This is an optimization exercise on Yosys and OpenROAD, whose aim is small area, not a production implementation.
In this exercise RTL edits were held to simulation tests only and were not proved equivalent to the original.
Power and IR drop assume default switching activity.

<file path="flow/run.sh">
#!/bin/bash
# synth_recipe.tcl (not shown) runs the flow's synth.tcl, then flattens the netlist and writes it again
# the make line also repeats each setting of config.mk as NAME=value (left out here)
make -C /OpenROAD-flow-scripts/flow DESIGN_CONFIG=/design/flow/config.mk WORK_HOME=/design/flow/orfs CLKGATE_MAP_FILE= SYNTH_SCRIPT=/design/flow/synth_recipe.tcl finish
</file>
<file path="flow/config.mk">
export PLATFORM = sky130hd
export DESIGN_NAME = top_seq_mult
export DESIGN_NICKNAME = top_seq_mult
export VERILOG_FILES = /design/flow/design.v
export SDC_FILE = /design/flow/constraint.sdc
export NUM_CORES = 4
export LEC_CHECK = 0
export CAP_MARGIN = 20
export CORE_MARGIN = 2
export CORE_UTILIZATION = 40
export SLEW_MARGIN = 20
</file>
<file path="flow/constraint.sdc">
create_clock -name core_clock -period 5.0 [get_ports {clk}]
set_input_delay 1.0000 -clock core_clock [delete_from_list [all_inputs] [get_ports {clk}]]
set_output_delay 1.0000 -clock core_clock [all_outputs]
set_load 0.01 [all_outputs]
</file>
<file path="flow/design.v">
`timescale 1ns / 1ps
module seq_mult(input wire clk,input wire rst, input [3:0] a, input [3:0] b, output reg [7:0] p, output reg rdy);
reg[3:0] operand_b, shift_count;
reg[7:0] partial_product, multiplicand;
reg [2:0] PS, NS;
parameter s0_idle = 0, s1_multiply = 1, s2_update_r = 2, s3_done = 3;
always@(posedge clk)
begin 
	if(rst) 
	PS<= s0_idle; 
	else
	PS <= NS;
end 
always@(posedge clk) begin
	if(rst) begin
		partial_product <= 8'b0;
		shift_count <= 4'b0;
		multiplicand <= 8'b0;
		operand_b <= 4'b0;
		p <= 8'b0;
		rdy <= 1'b0;
	end
	else begin
		case (PS)
		s0_idle: begin
			partial_product <= 8'b0;
			shift_count <= 4'b0;
			multiplicand <= {4'b0, a};  
			operand_b <= b;
			p <= 8'b0;
			rdy <= 1'b0;
		end
		s1_multiply: begin
			if(operand_b[0] == 0 && shift_count < 4) begin
				partial_product <= partial_product;
				multiplicand <= multiplicand << 1;
				shift_count <= shift_count + 1;
				operand_b <= operand_b >> 1;
			end
			else if (operand_b[0] == 1 && shift_count < 4) begin
				partial_product <= partial_product + multiplicand;
                multiplicand <= multiplicand << 1;
                operand_b <= operand_b >> 1;
                shift_count <= shift_count + 1;
			end
		end
		s2_update_r: begin
			p<= partial_product;
		end
		s3_done: begin
		  rdy <= 1;
		end
	endcase
end
end
always@(*)
begin 
	NS = PS;
	case(PS)
		s0_idle: begin
			NS = s1_multiply;
		end
		s1_multiply: begin
			if(shift_count < 4) begin
			    NS = s1_multiply;
			end
			else begin
				NS = s2_update_r;
			end
		end
		s2_update_r: begin
		    NS = s3_done;
		end
		s3_done: begin 
			NS = s0_idle;
		end
	endcase
end
endmodule
`timescale 1ns / 1ps
module bin2bcd(bin, en, clk,reset,  bcd_out, rdy);  
	input [11:0] bin;
	input clk;
	input en;
	output [15:0] bcd_out;
	output rdy;
	input reset;
	parameter IDLE = 3'd0, SETUP = 3'd1, ADD = 3'd2, SHIFT = 3'd3, DONE = 3'd4;
	reg busy;
	reg [27:0] bcd_data;  
	reg [2:0] state;
	reg [3:0] sh_counter;  
	reg [2:0] add_counter;  
	reg result_rdy;
	always @(posedge clk) begin
	   if(reset)begin
	       busy <= 1'b0;
	       bcd_data <= 28'd0;
	       state <= IDLE;
	       sh_counter <= 4'd0;
	       add_counter <= 3'd0;
	       result_rdy <= 1'b0;
	   end
	   else begin
		case (state)
			IDLE:
				begin
					result_rdy <= 0;
					busy <= 0;
					if (en) state <= SETUP;
					else state <= IDLE;
				end
			SETUP:
				begin
				    bcd_data <= bin;
					busy <= 1;
					state <= ADD;
				end
			ADD:
				begin
					case (add_counter)
						0:  
						begin
							if (bcd_data[15:12] > 4) begin  
								bcd_data[27:12] <= bcd_data[27:12] + 3;  
							end
							add_counter <= add_counter + 1;
						end
						1:  
						begin
							if (bcd_data[19:16] > 4) begin
								bcd_data[27:16] <= bcd_data[27:16] + 3;
							end
							add_counter <= add_counter + 1;
						end
						2:  
						begin
							if (bcd_data[23:20] > 4) begin
								bcd_data[27:20] <= bcd_data[27:20] + 3;
							end
							add_counter <= add_counter + 1;
						end
						3:  
						begin
							if (bcd_data[27:24] > 4) begin
								bcd_data[27:24] <= bcd_data[27:24] + 3;
							end
							add_counter <= 0;
							state <= SHIFT;
						end
					endcase
				end
			SHIFT:
				begin
					sh_counter <= sh_counter + 1; 
					bcd_data <= bcd_data << 1;
					if (sh_counter >= 11) begin
                        state <= DONE;
                        sh_counter <= 0;
					end
					else state <= ADD;
				end
			DONE:
				begin
					state <= IDLE;
					result_rdy <= 1;
				end
			default: state <= IDLE;
		endcase
	end
	end
	assign bcd_out = bcd_data[27:12];
	assign rdy = result_rdy;
endmodule
module multiseg_driver(
    input clk,
    input rst,
    input en,
    input [15:0] bcd_in,
    output [3:0] seg_anode,
    output [6:0] seg_cathode,
    output rdy  
    );
    wire [3:0] bcd_result;
	reg [15:0] anode_bcd_in;
    always @(posedge clk) begin
    	if(rst)
            anode_bcd_in<=16'd0;
    	else if(en)
            begin
            anode_bcd_in<=bcd_in;
            end
    end
	anode_generator anode_gen(.en(en), .clk(clk), .rst(rst), .bcd_in(bcd_in), .seg_anode(seg_anode), .bcd_out(bcd_result), .rdy(rdy));
	segment_7_binary cat_gen(.data_in(bcd_result), .seg(seg_cathode));
endmodule
module anode_generator(
    input clk,
    input rst,
    input en,
    input [15:0] bcd_in,
    output [3:0] seg_anode,
    output reg [3:0] bcd_out,  
    output rdy
    );
	reg [9:0] counter;  
	reg [3:0] anode;  
	reg [3:0] anode_buff;
	reg [11:0] anode_counter;
	reg [3:0] shift_en;
	reg anode_counter_en;
	always @(posedge clk) begin
	  if (rst) begin
		counter <= 10'd0;
		anode <= 4'b1110;
		anode_buff <= 4'b1111;
		anode_counter <= 12'd0;
		shift_en <= 4'd0;
		anode_counter_en <= 1'b0;
		bcd_out <= 4'd0;
	  end
	  else begin
		counter <= counter + 1;  
		shift_en <= shift_en << 1;
		if (anode_counter == 12'd4095) begin
		  shift_en <= 4'd1;
		  anode_counter <= 0;
		  anode_counter_en <=0;
		end
		if (en) begin
		  anode_counter_en <= 1;
		end
		if (counter == 1023) begin
		    anode_buff <= anode;
			anode <= {anode[2:0], anode[3]};  
			case (anode)
				4'b1110: bcd_out <= bcd_in[3:0];  
				4'b1101: bcd_out <= bcd_in[7:4];
				4'b1011: bcd_out <= bcd_in[11:8];
				4'b0111: bcd_out <= bcd_in[15:12];
				default: bcd_out <= 4'b0;
			endcase
			counter <= 0;
			if (anode_counter_en) anode_counter <= anode_counter + 1;
		end
	  end
	end
	assign seg_anode = anode_buff;
	assign rdy = |shift_en;
endmodule
module segment_7_binary(
    input [3:0] data_in,
    output reg [6:0] seg
    );
	always @* begin
		case (data_in)
			0: seg = 7'b0000001;  
			1'b0001: seg = 7'b1001111;  
			2: seg = 7'b0010010;
			3: seg = 7'b0000110;
			4: seg = 7'b1001100;
			5: seg = 7'b0100100;
			6: seg = 7'b0100000;
			7: seg = 7'b0001111;
			8: seg = 7'b0000000;
			9: seg = 7'b0000100;
			default: seg = 7'b1111111;  
		endcase
	end
endmodule
module top_seq_mult(
	input clk, rst,
	input [3:0] A, B,
	output wire [6:0] seg,
	output wire [3:0] an);
	wire [7:0] bin_result;
	wire mult_to_conv, conv_to_disp;
	wire [15:0] bcd_result;
	wire sys_rdy;
	reg [7:0] bin_in;
	reg [15:0] bcd_in;
	seq_mult mult(.clk(clk), .rst(rst), .a(A), .b(B), .p(bin_result), .rdy(mult_to_conv));
	bin2bcd conv(.clk(clk), .reset(rst), .bin({4'b0, bin_in}), .en(mult_to_conv), .bcd_out(bcd_result), .rdy(conv_to_disp)); 
	multiseg_driver display(.clk(clk), .rst(rst), .en(conv_to_disp), .bcd_in(bcd_in), .seg_anode(an), .seg_cathode(seg), .rdy(sys_rdy));
	always @(posedge clk) begin
	       if (rst) begin
	           bin_in <= 8'd0;
	           bcd_in <= 16'd0;
	       end
	       else begin
	           if (mult_to_conv) bin_in <= bin_result;
	           if (conv_to_disp) bcd_in <= bcd_result;
	       end
	   end
endmodule
</file>
==> impl_metrics.env <==
export IMPL_status="complete, no violations"
export IMPL_p_per_area_mw_per_mm2=328
export IMPL_end_kind="register"
export IMPL_drtIter0Drc=353
export IMPL_critical_path_class="reg -> reg"
export IMPL_die_w_um=132
export IMPL_die_area_mm2=0.0174
export IMPL_ys_types=81
export IMPL_cp_arrival_ps=2960
export IMPL_first_global_vias=5150
export IMPL_rsz0062_at_grt="no"
export IMPL_antenna_found_initial=0
export IMPL_cts_sinks=124
export IMPL_dp_hpwl_um=9950
export IMPL_ys_seq_elements=124
export IMPL_post_cts_buffers=0
export IMPL_p_int_w=0.00186
export IMPL_cp_required_ps=5270
export IMPL_syn_to_final_growth_pct=12.7
export IMPL_max_freq_mhz=371
export IMPL_cts_resized=0
export IMPL_seqPwrFrac_pct=42.8
export IMPL_fin_nets=797
export IMPL_crit_fanout=26
export IMPL_slew_viol_final=0
export IMPL_gp_congestion=0.913
export IMPL_p_leak_nw=2.53
export IMPL_grt_max_degree=95
export IMPL_start_util_pct=41.1
export IMPL_n_fill_cell=1562
export IMPL_pin_count=21
export IMPL_hold_viol=0
export IMPL_synth_edf_count=0
export IMPL_wire_per_inst_um=15.0
export IMPL_cts_buffers=17
export IMPL_worstHoldPathType="reg -> reg"
export IMPL_clkLatencyLatePin_ps=420
export IMPL_peakVddDrop_mv=0.264
export IMPL_synth_cells=767
export IMPL_netSwitchingFraction_pct=23.2
export IMPL_core_area_mm2=0.0159
export IMPL_cp_start_kind="register"
export IMPL_fin_setup_tns_ps=0
export IMPL_clk_pin_slew_worst_paths_ps=60
export IMPL_vias=5374
export IMPL_cts_root_buffer="clkbuf_16"
export IMPL_placementRows=46
export IMPL_grt_pass1_wl_um=24800
export IMPL_yosys_warnings=6
export IMPL_placed_cells=952
export IMPL_finalSetupViolations=0
export IMPL_antenna_cells=0
export IMPL_worstMarginPinSlew_ps=1060
export IMPL_async_flop_share_pct=0
export IMPL_p_sw_w=0.000560
export IMPL_worstHoldStart="display.anode_gen.counter[0]"
export IMPL_synthesis_area_mm2=0.00655
export IMPL_timing_rr_start="conv.state[0]"
export IMPL_wl_um=14700
export IMPL_slew_headroom_pct=28.8
export IMPL_viasPerCell=5.47
export IMPL_cts_hold_buffers=0
export IMPL_period_needed_ps=2700
export IMPL_grt_overflow_total=0
export IMPL_cts_path_max_buffers=2
export IMPL_grt_total_usage_pct=17.1
export IMPL_synth_nets=809
export IMPL_ant_nets=0
export IMPL_crit_start="conv.state[0]"
export IMPL_period_share_pct=53.9
export IMPL_cts_tree="yes"
export IMPL_drv_cap=0
export IMPL_die_h_um=132
export IMPL_syn_avg_cell_area_um2=8.54
export IMPL_synth_ff_type="dfxtp_1"
export IMPL_drcViolationCount=0
export IMPL_drt_pass1_iterations=5
export IMPL_drive_gt1_share_pct=7.05
export IMPL_yosysSeqAreaShare_pct=37.9
export IMPL_skew_ps=13.1
export IMPL_instances_no_fill=982
export IMPL_portBuffers=20
export IMPL_htreeDepth=4
export IMPL_clkPwrFrac_pct=50.7
export IMPL_combPwrFrac_pct=6.5
## cell families (layout without fill, tap and decap cells)
family / count (synthesis) / count (layout) / synth area share (%)
AOI/OAI and AO/OA: 189 / 189 / 20.1
muxes: 44 / 44 / 6.75
DFF: 124 / 124 / 37.9
and+or+nand+nor: 270 / 270 / 20.1
adders and majority gates: 32 / 32 / 6.23
buffers and inverters: 80 / 79 / 5.16
xor gates and xnor gates: 28 / 28 / 3.75
## metal layers
metal | global-route usage (%) | wire length [um] | vias up
met1 | 22.7 | 7200 | 2548
met5 | 0 | 0 | -
met2 | 27.6 | 6790 | 99
met3 | 3.54 | 487 | 20
li1 | - | - | 2707
met4 | 6.28 | 207 | 0
## cells in the final DEF, fill, tap and decap left out, types with 5 or more instances in the layout
master	Yosys	routed
dfxtp_1	124	124
nor2_1	110	110
a21oi_1	65	65
mux2i_1	43	43
nand2_1	42	42
ha_1	31	31
inv_1	26	26
nand3_1	24	24
xnor2_1	22	22
o21ai_0	21	21
nor3_1	20	20
clkdlybuf4s50_1	0	19
a211oi_1	17	17
clkbuf_16	0	17
nor3b_1	12	12
nor2b_1	12	12
nand2b_1	11	11
a22oi_1	10	10
a31oi_1	8	8
o211ai_1	6	6
xor2_1	6	6
or3_1	6	6
a211o_1	5	5
clkbuf_8	0	5
## worst paths after layout
kind	end	slack (ps)	cells past startpoint
worst max-delay path	conv.sh_counter[2]	2300	5
worst min-delay path	display.anode_gen.counter[0]	450	1
worst max register to register	conv.sh_counter[2]	2300	5
worst min register to register	display.anode_gen.counter[0]	450	1
## through the flow
| step | total power, W | worst slack, ps | utilization (%) | area (um2) | hold WS, ps |
|---|---|---|---|---|---|
| 2_1_floorplan | 0.00117 | 2770 | - | 6550 | 413 |
| 3_3_place_gp | 0.00121 | 2330 | 42.6 | 6790 | 432 |
| 3_5_place_dp | 0.00121 | 2310 | 42.6 | 6790 | 441 |
| 4_1_cts | 0.00244 | 2310 | 46.3 | 7380 | 452 |
| 5_1_grt | 0.00250 | 2030 | 46.3 | 7380 | 461 |
| 6_report | 0.00242 | 2300 | 46.3 | 7380 | 451 |
## cells in the mapped netlist (4+ instances only)
library cell / n / area, um2
a211o_1: 5 / 43.8
a211oi_1: 17 / 128
a21oi_1: 65 / 325
a22oi_1: 10 / 75.1
a31oi_1: 8 / 50.1
a32oi_1: 4 / 35.0
and2_1: 4 / 25.0
and3_1: 4 / 25.0
buf_1: 9 / 33.8
buf_2: 10 / 50.1
clkbuf_1: 29 / 109
dfxtp_1: 124 / 2480
ha_1: 31 / 388
inv_1: 26 / 97.6
mux2i_1: 43 / 430
nand2_1: 42 / 158
nand2b_1: 11 / 68.8
nand3_1: 24 / 120
nor2_1: 110 / 413
nor2b_1: 12 / 75.1
nor3_1: 20 / 100
nor3b_1: 12 / 90.1
nor4_1: 4 / 25.0
o211ai_1: 6 / 45.0
o21ai_0: 21 / 105
or3_1: 6 / 37.5
xnor2_1: 22 / 193
xor2_1: 6 / 52.6
## area by class of cell
class	count	area (um2)	area share, %
well taps	216	270	3.66
clock inverters	7	87.6	1.19
multi-input cells	563	3730	50.5
clock buffers	23	498	6.75
flip-flops and latches	124	2480	33.6
inverters	28	108	1.46
repair buffers	21	205	2.78
## state kept, by name (all words and copies together) (netlist names), named ones only
| signal | count |
|---|---|
| bcd_in | 16 |
| bin_in | 8 |
| conv.add_counter | 3 |
| conv.bcd_data | 28 |
| conv.result_rdy | 1 |
| conv.sh_counter | 4 |
| conv.state | 3 |
| display.anode_gen.anode | 1 |
| display.anode_gen.anode_buff | 4 |
| display.anode_gen.bcd_out | 4 |
| display.anode_gen.counter | 10 |
| mult.PS | 1 |
| mult.multiplicand | 8 |
| mult.operand_b | 4 |
| mult.p | 8 |
| mult.partial_product | 8 |
| mult.rdy | 1 |
| mult.shift_count | 4 |
| seg | 7 |
## worst max-delay path, stage by stage, from the launching register on
cell and delay [ps]:
dfxtp_1 850, inv_1 330, nor2_1 890, o21ai_0 210, a32oi_1 200, nor2_1 60
## power groups by stage
stage,Sequential (W),Clock (W),Combinational (W)
2_1_floorplan,0.00105,0,0.000125
3_3_place_gp,0.00105,0,0.000155
3_5_place_dp,0.00105,0,0.000158
4_1_cts,0.00103,0.00124,0.000159
5_1_grt,0.00104,0.00129,0.000180
6_report,0.00103,0.00122,0.000158

## re-timing with driven ports
The flow's constraints put no driver on any port. The routed layout listed below was extracted and timed again, unchanged, in two steps. Step 1 assumes that a clkbuf_16 drives the clock port and a buf_2 every other input. Step 2 also shifts input and output timing later by t, the mid clock arrival at the registers, as if the neighbouring blocks saw the same clock. Three values: ideal ports, drivers, drivers and shift; two values: the first two.
t (ns): 0.459
setup slack, ns: 2.304 / 2.304 / 2.304
worst setup path at the end: register to register
slew at the worst register clock pin (ns): 0.06 / 0.06
worst slew at a driven data input, ns: 0.03
After both steps setup and hold are still met in this run. The setup slack of this run moves by 0.000 ns with the drivers and by 0.000 ns with both steps.
